What follows belongs to an exercise in optimizing a design on an open flow for a short achievable clock period and few clock cycles; a production flow would make more cautious choices.
Only simulation tests tie the RTL to the original design; equivalence was not proved.
Power and IR drop assume default switching activity.

==> run G: inputs <==
==> flow/design.v (excerpt) <==
module projectCPU2021(
  clk,
  rst,
  wrEn,
  data_fromRAM,
  addr_toRAM,
  data_toRAM
);
Settings: LEC_CHECK=0, ABC_CLOCK_PERIOD_IN_PS=2000, CAP_MARGIN=20, CORE_MARGIN=2, CORE_UTILIZATION=40, SETUP_SLACK_MARGIN=2.4, SLEW_MARGIN=20; clock period 4.5 ns.
run.sh (not shown) runs the stock make flow with config.mk's settings and CLKGATE_MAP_FILE= SYNTH_SCRIPT=/design/flow/synth_recipe.tcl, a recipe that flattens the netlist after the stock synthesis.
==> run X: changes against run G <==
==> flow/design.v (replaced) <==
module projectCPU2021(
  clk,
  rst,
  wrEn,
  data_fromRAM,
  addr_toRAM,
  data_toRAM
);
input clk, rst;
input wire [15:0] data_fromRAM;
output wire [15:0] data_toRAM;
output wire wrEn;
output wire [12:0] addr_toRAM;
localparam OP_ADD = 3'd0, OP_NAND = 3'd1, OP_SRRL = 3'd2, OP_GE = 3'd3,
           OP_SZ = 3'd4, OP_CP2W = 3'd5, OP_CPFW = 3'd6, OP_JMP = 3'd7;
wire [15:0] din = data_fromRAM;
reg [12:0] addr_q;      
reg        we_q;        
reg        w2;          
reg        fdat;        
reg        sel_q;       
reg        f1;          
reg [12:0] f1pc;
reg        f2;          
reg [12:0] f2pc;
reg        f2x;         
reg        i1, i2;      
reg        rd2;         
assign addr_toRAM = sel_q ? din[12:0] : addr_q;
assign wrEn       = we_q & ~rst;
reg        p1v, p2v;    
reg [ 2:0] p1op, p2op;
reg [12:0] p1pc;
reg [ 9:0] p1blk1;      
reg        p1s, p2s;    
reg        szpend;      
reg        szunres;     
reg        szskip;      
reg [15:0] W;
reg [12:0] c2;          
reg        c2v;
wire [15:0] wdat = fdat ? din : W;                 
assign data_toRAM = wdat;
reg [ 1:0] qv;          
reg        qh;
reg [15:0] qw0, qw1;
reg [12:0] qpc0, qpc1;
reg        qz0, qz1;    
reg [12:0] fpc;         
reg        fm;          
reg        lkv, lkh;    
reg        lkz;
reg [12:0] lkpc;
reg [15:0] lkw;
reg [15:0] ic_d [0:31];
reg [ 7:0] ic_t [0:31];
reg [31:0] ic_z;        
reg [31:0] ic_v;
reg        invp;        
reg [12:0] inva;
reg        invp2;
reg [12:0] inva2;
reg [ 7:0] invt;        
reg        invm;        
reg [ 4:0] inv3;
wire p2live = p2v & ~(p2s & szskip);
wire dz     = (din == 16'd0);
wire jres   = p2live & (p2op == OP_JMP);           
wire szres  = p2live & (p2op == OP_SZ);
wire [3:0] s = din[3:0];
wire hi0 = (din[15:6] == 10'd0);
wire m_shr = hi0 & ~din[5] & ~din[4];
wire m_shl = hi0 & ~din[5] &  din[4];
wire m_ror = hi0 &  din[5] & ~din[4];
wire [31:0] wl = {W, W} << s;
wire [31:0] wr = {W, W} >> s;
wire [15:0] sh = m_shr ? (W >> s) : m_shl ? (W << s) : m_ror ? wr[15:0] : wl[31:16];
wire        xadd  = p2live & (p2op == OP_ADD);
wire        xnand = p2live & (p2op == OP_NAND);
wire        xsrrl = p2live & (p2op == OP_SRRL);
wire        xge   = p2live & (p2op == OP_GE);
wire        xcp   = p2live & (p2op == OP_CP2W);
wire        wupd  = xadd | xnand | xsrrl | xge | xcp;
wire [15:0] alu   = ({16{xadd}}  & (W + din)) | ({16{xnand}} & ~(W & din)) |
                    ({16{xsrrl}} & sh) | ({16{xge}} & {15'd0, W >= din}) |
                    ({16{xcp}}   & din);
wire       stale = we_q & ((addr_q[12:3] == p1pc[12:3]) | (addr_q[12:3] == p1blk1));
wire        arrv = f2 & ~f2x;                       
wire        lkok = lkv & lkh;
wire        q0v  = qh ? qv[1] : qv[0];               
wire [15:0] q0w  = qh ? qw1  : qw0;
wire [12:0] q0pc = qh ? qpc1 : qpc0;
wire        q0z  = qh ? qz1  : qz0;
wire        qt   = q0v ? ~qh : qh;                  
wire        arrB = arrv & ec2v;
wire        hv   = q0v | lkok | arrB;
wire [15:0] hw   = q0v ? q0w  : lkok ? lkw  : din;
wire [12:0] hpc  = q0v ? q0pc : lkok ? lkpc : f2pc;
wire [ 2:0] hop  = hw[15:13];
wire        hvR   = q0v | lkok;
wire [15:0] hwR   = q0v ? q0w : lkw;
wire        hindR = q0v ? q0z : lkz;
wire        hwrR  = (hwR[15:13] == OP_CPFW);
wire        hszR  = (hwR[15:13] == OP_SZ);
wire        hniR  = hindR & ~ec2v;
wire        dz13 = (din[12:0] == 13'd0);
wire        hind = q0v ? q0z : lkok ? lkz : dz13;
wire        hindN = q0v ? q0z : lkz;                
wire [12:0] ec2  = w2 ? wdat[12:0] : c2;
wire        ec2v = w2 | c2v;
wire [12:0] hea  = hind ? ec2 : hw[12:0];
wire        hwr  = (hop == OP_CPFW);
wire        hsz  = (hop == OP_SZ);
wire        hni  = hindN & ~ec2v;                   
wire p1jmp  = p1v & (p1op == OP_JMP);
wire p1alu  = p1v & (p1op != OP_CPFW) & (p1op != OP_JMP) & (p1op != OP_SZ);
wire p1cp   = p1v & (p1op == OP_CP2W) & ~p1s;
wire p1haz  = p1alu & ~p1cp;
wire flush  = jres | stale;
wire szwait = szpend & szunres;                    
wire drop   = szpend & ~szunres & szskip & hv & ~flush;
wire can_dec = hv & ~flush & ~p1jmp & ~i1 & ~i2 & ~drop &
               ~(hwr & p1haz) & ~(szwait & (hwr | hsz | hni));
wire need_i  = can_dec & hni;
wire dec     = can_dec & ~need_i;
wire pop     = dec | drop;
wire okR     = ~flush & ~p1jmp & ~i1 & ~i2 & ~drop &
               ~(hwrR & p1haz) & ~(szwait & (hwrR | hszR | hniR));
wire beR     = hvR & okR;
wire dwrA    = (din[15:13] == OP_CPFW);
wire dszA    = (din[15:13] == OP_SZ);
wire beA     = ~hvR & arrB & ~flush & ~p1jmp & ~i1 & ~i2 & ~drop &
               ~(dwrA & p1haz) & ~(szwait & (dwrA | dszA));
wire f2live      = f2 & ~f2x;
wire owed2       = (qv[0] & (qv[1] | lkv | f1 | f2live)) | (qv[1] & (lkv | f1 | f2live)) |
                   (lkv & (f1 | f2live)) | (f1 & f2live);
wire space       = ~owed2;
wire used_new    = pop & ~q0v;                      
wire nwr         = (arrv | lkok) & ~flush;         
wire nw          = nwr & ~used_new;                 
wire [15:0] nww  = arrv ? din : lkw;
wire [12:0] nwpc = arrv ? f2pc : lkpc;
wire        nwz  = arrv ? dz13 : lkz;
wire fe_ok       = ~flush & ~rd2 & ~(lkv & ~lkh);
wire port_free   = ~beR & ~beA & ~p1jmp & ~flush;
wire fetch       = fe_ok & fm & space & port_free;
wire look        = fe_ok & space & ~f1 & ~sel_q & ~fetch & ~fm &
                   ~(invp & (inva[4:0] == fpc[4:0])) & ~(invp2 & (inva2[4:0] == fpc[4:0])) &
                   ~(invm & (inv3 == fpc[4:0]));
wire [4:0] fidx  = fpc[4:0];
reg  [31:0] tmatch;
integer ti;
always @* for (ti = 0; ti < 32; ti = ti + 1) tmatch[ti] = ic_v[ti] & (ic_t[ti] == fpc[12:5]);
wire        fhit = tmatch[fidx];
always @(posedge clk) begin
  if (rst) begin
    addr_q  <= 13'd0;           
    we_q    <= 1'b0;
    w2      <= 1'b0;
    fdat    <= 1'b0;
    sel_q   <= 1'b0;
    f1      <= 1'b1;
    f1pc    <= 13'd0;
    f2      <= 1'b0;
    f2x     <= 1'b0;
    i1      <= 1'b0;
    rd2     <= 1'b1;
    i2      <= 1'b0;
    fpc     <= 13'd1;
    fm      <= 1'b1;
    lkv     <= 1'b0;
    p1v     <= 1'b0;
    p2v     <= 1'b0;
    p1s     <= 1'b0;
    p2s     <= 1'b0;
    szpend  <= 1'b0;
    szunres <= 1'b0;
    szskip  <= 1'b0;
    qv      <= 2'b00;
    qh      <= 1'b0;
    W       <= 16'd0;
    c2v     <= 1'b0;
    ic_v    <= 32'd0;
    invp    <= 1'b0;
    invp2   <= 1'b0;
    invm    <= 1'b0;
  end else begin
    if (wupd) W <= alu;
    if (w2) begin c2 <= wdat[12:0]; c2v <= 1'b1; end
    if (i2) begin c2 <= din[12:0]; c2v <= 1'b1; end
    if (f2) begin
      ic_d[f2pc[4:0]] <= din;
      ic_t[f2pc[4:0]] <= f2pc[12:5];
      ic_z[f2pc[4:0]] <= dz13;
      ic_v[f2pc[4:0]] <= 1'b1;
    end
    invp <= we_q;
    inva <= addr_q;
    invp2 <= invp;
    inva2 <= inva;
    invt  <= ic_t[inva[4:0]];
    invm  <= invp2 & (invt == inva2[12:5]);
    inv3  <= inva2[4:0];
    if (invm)
      ic_v[inv3] <= 1'b0;
    lkv  <= look;
    lkpc <= fpc;
    lkh  <= fhit;
    lkw  <= ic_d[fidx];
    lkz  <= ic_z[fidx];
    if (szres) begin
      szskip  <= dz;
      szunres <= 1'b0;
    end
    if (dec) begin
      szpend <= hsz;
      if (hsz) szunres <= 1'b1;
    end else if (drop)
      szpend <= 1'b0;
    p2v  <= p1v;
    p2op <= p1op;
    p2s  <= p1s;
    p1v  <= dec;
    p1op <= hop;
    p1pc <= hpc;
    p1blk1 <= hpc[12:3] + 10'd1;
    p1s  <= szpend;
    i2   <= i1;
    i1   <= need_i | rd2;
    rd2  <= 1'b0;
    f2   <= f1 | sel_q;
    f2pc <= sel_q ? din[12:0] : f1pc;
    f2x  <= f1 & flush | sel_q & ~jres;
    if (nwr) begin
      if (qt) begin qw1 <= nww; qpc1 <= nwpc; qz1 <= nwz; end
      else    begin qw0 <= nww; qpc0 <= nwpc; qz0 <= nwz; end
    end
    if (flush)
      qv <= 2'b00;
    else begin : qupd
      reg [1:0] v;
      v = qv;
      if (pop & q0v) v[qh] = 1'b0;
      if (nw) v[qt] = 1'b1;
      qv <= v;
      if (pop & q0v) qh <= ~qh;
    end
    we_q  <= 1'b0;
    w2    <= 1'b0;
    fdat  <= 1'b0;
    sel_q <= 1'b0;
    f1    <= 1'b0;
    if (jres) begin
      addr_q <= din[12:0] + 13'd1;
      f1     <= 1'b1;
      f1pc   <= din[12:0] + 13'd1;
      fpc    <= din[12:0] + 13'd2;
      fm     <= 1'b0;
    end else if (stale) begin
      fpc <= p1pc + 13'd1;
      fm  <= 1'b0;
    end else begin
      if (p1jmp)
        sel_q <= 1'b1;
      else if (dec) begin
        addr_q <= hea;
        we_q   <= hwr;
        w2     <= hwr & (hind ? (ec2 == 13'd2) : (hw[12:0] == 13'd2));
        fdat   <= hwr & p1cp;
      end else if (need_i | rd2)
        addr_q <= 13'd2;
      else if (fetch) begin
        addr_q <= fpc;
        f1     <= 1'b1;
        f1pc   <= fpc;
      end
      if (lkv & ~lkh) begin
        fm  <= 1'b1;
        fpc <= lkpc;
      end else if (fetch | look)
        fpc <= fpc + 13'd1;
    end
  end
end
endmodule
==> run D: changes against run G <==
--- a/flow/design.v
+++ b/flow/design.v
@@ -27,22 +27,24 @@
 assign addr_toRAM = sel_q ? din[12:0] : addr_q;
 assign wrEn       = we_q & ~rst;
 reg        p1v, p2v;    
 reg [ 2:0] p1op, p2op;
 reg [12:0] p1pc;
+reg [ 9:0] p1blk1;      
 reg        p1s, p2s;    
 reg        szpend;      
 reg        szunres;     
 reg        szskip;      
 reg [15:0] W;
 reg [12:0] c2;          
 reg        c2v;
 assign data_toRAM = W;
-reg        q0v, q1v;
-reg        q0z, q1z;    
-reg [15:0] q0w, q1w;
-reg [12:0] q0pc, q1pc;
+reg [ 1:0] qv;          
+reg        qh;
+reg [15:0] qw0, qw1;
+reg [12:0] qpc0, qpc1;
+reg        qz0, qz1;    
 reg [12:0] fpc;         
 reg        fm;          
 reg        lkv, lkh;    
 reg        lkz;
 reg [12:0] lkpc;
@@ -51,12 +53,15 @@
 reg [ 7:0] ic_t [0:31];
 reg [31:0] ic_z;        
 reg [31:0] ic_v;
 reg        invp;        
 reg [12:0] inva;
+reg        invp2;
+reg [12:0] inva2;
+reg [ 7:0] invt;        
 reg        invm;        
-reg [ 4:0] inv2;
+reg [ 4:0] inv3;
 wire p2live = p2v & ~(p2s & szskip);
 wire dz     = (din == 16'd0);
 wire jres   = p2live & (p2op == OP_JMP);           
 wire szres  = p2live & (p2op == OP_SZ);
 wire [3:0] s = din[3:0];
@@ -74,79 +79,101 @@
 wire        xcp   = p2live & (p2op == OP_CP2W);
 wire        wupd  = xadd | xnand | xsrrl | xge | xcp;
 wire [15:0] alu   = ({16{xadd}}  & (W + din)) | ({16{xnand}} & ~(W & din)) |
                     ({16{xsrrl}} & sh) | ({16{xge}} & {15'd0, W >= din}) |
                     ({16{xcp}}   & din);
-wire [9:0] fblkm = fpc[12:3] - 10'd1;
-wire       stale = we_q & ((addr_q[12:3] == fpc[12:3]) | (addr_q[12:3] == fblkm));
+wire       stale = we_q & ((addr_q[12:3] == p1pc[12:3]) | (addr_q[12:3] == p1blk1));
 wire        arrv = f2 & ~f2x;                       
 wire        lkok = lkv & lkh;
-wire        hv   = q0v | lkok | arrv;
+wire        q0v  = qh ? qv[1] : qv[0];               
+wire [15:0] q0w  = qh ? qw1  : qw0;
+wire [12:0] q0pc = qh ? qpc1 : qpc0;
+wire        q0z  = qh ? qz1  : qz0;
+wire        qt   = q0v ? ~qh : qh;                  
+wire        arrB = arrv & ec2v;
+wire        hv   = q0v | lkok | arrB;
 wire [15:0] hw   = q0v ? q0w  : lkok ? lkw  : din;
 wire [12:0] hpc  = q0v ? q0pc : lkok ? lkpc : f2pc;
 wire [ 2:0] hop  = hw[15:13];
+wire        hvR   = q0v | lkok;
+wire [15:0] hwR   = q0v ? q0w : lkw;
+wire        hindR = q0v ? q0z : lkz;
+wire        hwrR  = (hwR[15:13] == OP_CPFW);
+wire        hszR  = (hwR[15:13] == OP_SZ);
+wire        hniR  = hindR & ~ec2v;
 wire        dz13 = (din[12:0] == 13'd0);
 wire        hind = q0v ? q0z : lkok ? lkz : dz13;
+wire        hindN = q0v ? q0z : lkz;                
 wire [12:0] ec2  = w2 ? W[12:0] : c2;
 wire        ec2v = w2 | c2v;
 wire [12:0] hea  = hind ? ec2 : hw[12:0];
 wire        hwr  = (hop == OP_CPFW);
 wire        hsz  = (hop == OP_SZ);
-wire        hni  = hind & ~ec2v;                    
+wire        hni  = hindN & ~ec2v;                   
 wire p1jmp  = p1v & (p1op == OP_JMP);
 wire p1alu  = p1v & (p1op != OP_CPFW) & (p1op != OP_JMP) & (p1op != OP_SZ);
 wire flush  = jres | stale;
 wire szwait = szpend & szunres;                    
 wire drop   = szpend & ~szunres & szskip & hv & ~flush;
 wire can_dec = hv & ~flush & ~p1jmp & ~i1 & ~i2 & ~drop &
                ~(hwr & p1alu) & ~(szwait & (hwr | hsz | hni));
 wire need_i  = can_dec & hni;
 wire dec     = can_dec & ~need_i;
 wire pop     = dec | drop;
+wire okR     = ~flush & ~p1jmp & ~i1 & ~i2 & ~drop &
+               ~(hwrR & p1alu) & ~(szwait & (hwrR | hszR | hniR));
+wire beR     = hvR & okR;
+wire dwrA    = (din[15:13] == OP_CPFW);
+wire dszA    = (din[15:13] == OP_SZ);
+wire beA     = ~hvR & arrB & ~flush & ~p1jmp & ~i1 & ~i2 & ~drop &
+               ~(dwrA & p1alu) & ~(szwait & (dwrA | dszA));
 wire f2live      = f2 & ~f2x;
-wire owed2       = (q0v & (q1v | lkv | f1 | f2live)) | (q1v & (lkv | f1 | f2live)) |
+wire owed2       = (qv[0] & (qv[1] | lkv | f1 | f2live)) | (qv[1] & (lkv | f1 | f2live)) |
                    (lkv & (f1 | f2live)) | (f1 & f2live);
 wire space       = ~owed2;
 wire used_new    = pop & ~q0v;                      
-wire nw          = (arrv | lkok) & ~used_new & ~flush;
+wire nwr         = (arrv | lkok) & ~flush;         
+wire nw          = nwr & ~used_new;                 
 wire [15:0] nww  = arrv ? din : lkw;
 wire [12:0] nwpc = arrv ? f2pc : lkpc;
 wire        nwz  = arrv ? dz13 : lkz;
 wire fe_ok       = ~flush & ~(lkv & ~lkh);
-wire port_free   = ~dec & ~need_i & ~p1jmp & ~flush;
+wire port_free   = ~beR & ~beA & ~p1jmp & ~flush;
 wire fetch       = fe_ok & fm & space & port_free;
 wire look        = fe_ok & space & ~f1 & ~sel_q & ~fetch & ~fm &
-                   ~(invp & (inva[4:0] == fpc[4:0])) & ~(invm & (inv2 == fpc[4:0]));
+                   ~(invp & (inva[4:0] == fpc[4:0])) & ~(invp2 & (inva2[4:0] == fpc[4:0])) &
+                   ~(invm & (inv3 == fpc[4:0]));
 wire [4:0] fidx  = fpc[4:0];
 always @(posedge clk) begin
   if (rst) begin
-    addr_q  <= 13'd0;
+    addr_q  <= 13'd2;           
     we_q    <= 1'b0;
     w2      <= 1'b0;
     sel_q   <= 1'b0;
-    f1      <= 1'b1;
+    f1      <= 1'b0;
     f1pc    <= 13'd0;
     f2      <= 1'b0;
     f2x     <= 1'b0;
-    i1      <= 1'b0;
+    i1      <= 1'b1;
     i2      <= 1'b0;
-    fpc     <= 13'd1;
+    fpc     <= 13'd0;
     fm      <= 1'b1;
     lkv     <= 1'b0;
     p1v     <= 1'b0;
     p2v     <= 1'b0;
     p1s     <= 1'b0;
     p2s     <= 1'b0;
     szpend  <= 1'b0;
     szunres <= 1'b0;
     szskip  <= 1'b0;
-    q0v     <= 1'b0;
-    q1v     <= 1'b0;
+    qv      <= 2'b00;
+    qh      <= 1'b0;
     W       <= 16'd0;
     c2v     <= 1'b0;
     ic_v    <= 32'd0;
     invp    <= 1'b0;
+    invp2   <= 1'b0;
     invm    <= 1'b0;
   end else begin
     if (wupd) W <= alu;
     if (w2) begin c2 <= W[12:0]; c2v <= 1'b1; end
     if (i2) begin c2 <= din[12:0]; c2v <= 1'b1; end
@@ -156,14 +183,17 @@
       ic_z[f2pc[4:0]] <= dz13;
       ic_v[f2pc[4:0]] <= 1'b1;
     end
     invp <= we_q;
     inva <= addr_q;
-    invm <= invp & (ic_t[inva[4:0]] == inva[12:5]);
-    inv2 <= inva[4:0];
+    invp2 <= invp;
+    inva2 <= inva;
+    invt  <= ic_t[inva[4:0]];
+    invm  <= invp2 & (invt == inva2[12:5]);
+    inv3  <= inva2[4:0];
     if (invm)
-      ic_v[inv2] <= 1'b0;
+      ic_v[inv3] <= 1'b0;
     lkv  <= look;
     lkpc <= fpc;
     lkh  <= ic_v[fidx] & (ic_t[fidx] == fpc[12:5]);
     lkw  <= ic_d[fidx];
     lkz  <= ic_z[fidx];
@@ -180,40 +210,30 @@
     p2op <= p1op;
     p2s  <= p1s;
     p1v  <= dec;
     p1op <= hop;
     p1pc <= hpc;
+    p1blk1 <= hpc[12:3] + 10'd1;
     p1s  <= szpend;
     i2   <= i1;
     i1   <= need_i;
     f2   <= f1 | sel_q;
     f2pc <= sel_q ? din[12:0] : f1pc;
     f2x  <= f1 & flush | sel_q & ~jres;
-    if (flush) begin
-      q0v <= 1'b0;
-      q1v <= 1'b0;
-    end else if (pop & q0v) begin
-      q0v  <= q1v | nw;
-      q0w  <= q1v ? q1w  : nww;
-      q0pc <= q1v ? q1pc : nwpc;
-      q0z  <= q1v ? q1z  : nwz;
-      q1v  <= q1v & nw;
-      q1w  <= nww;
-      q1pc <= nwpc;
-      q1z  <= nwz;
-    end else if (q0v) begin
-      if (!q1v) begin
-        q1v  <= nw;
-        q1w  <= nww;
-        q1pc <= nwpc;
-        q1z  <= nwz;
-      end
-    end else begin
-      q0v  <= nw;
-      q0w  <= nww;
-      q0pc <= nwpc;
-      q0z  <= nwz;
+    if (nwr) begin
+      if (qt) begin qw1 <= nww; qpc1 <= nwpc; qz1 <= nwz; end
+      else    begin qw0 <= nww; qpc0 <= nwpc; qz0 <= nwz; end
+    end
+    if (flush)
+      qv <= 2'b00;
+    else begin : qupd
+      reg [1:0] v;
+      v = qv;
+      if (pop & q0v) v[qh] = 1'b0;
+      if (nw) v[qt] = 1'b1;
+      qv <= v;
+      if (pop & q0v) qh <= ~qh;
     end
     we_q  <= 1'b0;
     w2    <= 1'b0;
     sel_q <= 1'b0;
     f1    <= 1'b0;
@@ -230,11 +250,11 @@
       if (p1jmp)
         sel_q <= 1'b1;
       else if (dec) begin
         addr_q <= hea;
         we_q   <= hwr;
-        w2     <= hwr & (hea == 13'd2);
+        w2     <= hwr & (hind ? (ec2 == 13'd2) : (hw[12:0] == 13'd2));
       end else if (need_i)
         addr_q <= 13'd2;
       else if (fetch) begin
         addr_q <= fpc;
         f1     <= 1'b1;
==> qor summary <==
item	run G	run X	run D
Status	finished clean	finished clean	finished clean
RD Place Congestion	0.917	0.950	0.951
Total number of sequential cells	1073	1098	1101
Combinational logic power	12700 uW	5600 uW	5930 uW
Post-Route M1 WL	68.2 mm	75.3 mm	70.4 mm
Post-Syn Area	0.0510 sq mm	0.0522 sq mm	0.0513 sq mm
Initial DRC Count	4695	5501	4888
Net Sw Frac	0.334	0.272	0.278
Hpwl dp	97.3 mm	106 mm	96.3 mm
Met3 wire len	17.3 mm	20.6 mm	18.9 mm
Seq. cell area	0.0312 sq mm	0.0320 sq mm	0.0320 sq mm
Adder and majority cell fraction of the synthesized area	0.0124	0.0119	0.0120
Filler cells	9902	10300	10100
Testbench counts of run G, summed over its fixed seeds: cycles 43,388.
Testbench counts of run X, summed over its fixed seeds: cycles 42,789.
Testbench counts of run D, summed over its fixed seeds: cycles 43,387.

separate check: timing with driven ports:
In the flow no input, the clock included, has a driving cell. The finished layouts below were timed again as built, in two steps.
Step 1 (the two cells are an assumption about what drives the block):
set clk [get_ports {clk}]
set_driving_cell -lib_cell sky130_fd_sc_hd__clkbuf_16 $clk
set_driving_cell -lib_cell sky130_fd_sc_hd__buf_2 [delete_from_list [all_inputs] $clk]
Step 2 moves the port delays by t, midway between the first and last clock arrival at a register: inputs arrive t later, outputs are due t later. That takes back most of the time a late clock gives input paths.
Three values: ideal ports, drivers, drivers and shift; two values: the first two.
| run | shift t [ns] | slack for setup (ns) | hold slack, ns | slew at the worst register clock pin (ns) |
|---|---|---|---|---|
| run G | 0.777 | 1.496 / 1.496 / 0.946 | 0.442 / 0.450 / 0.450 | 0.07 / 0.07 |
| run X | 0.792 | 1.726 / 1.646 / 1.188 | 0.384 / 0.407 / 0.420 | 0.07 / 0.07 |
| run D | 0.784 | 1.795 / 1.721 / 1.212 | 0.418 / 0.418 / 0.418 | 0.07 / 0.07 |
After both steps every run listed still meets setup and hold. For run D, which loses most, drivers alone change the setup slack by -0.074 ns; drivers and shift together by -0.583 ns.
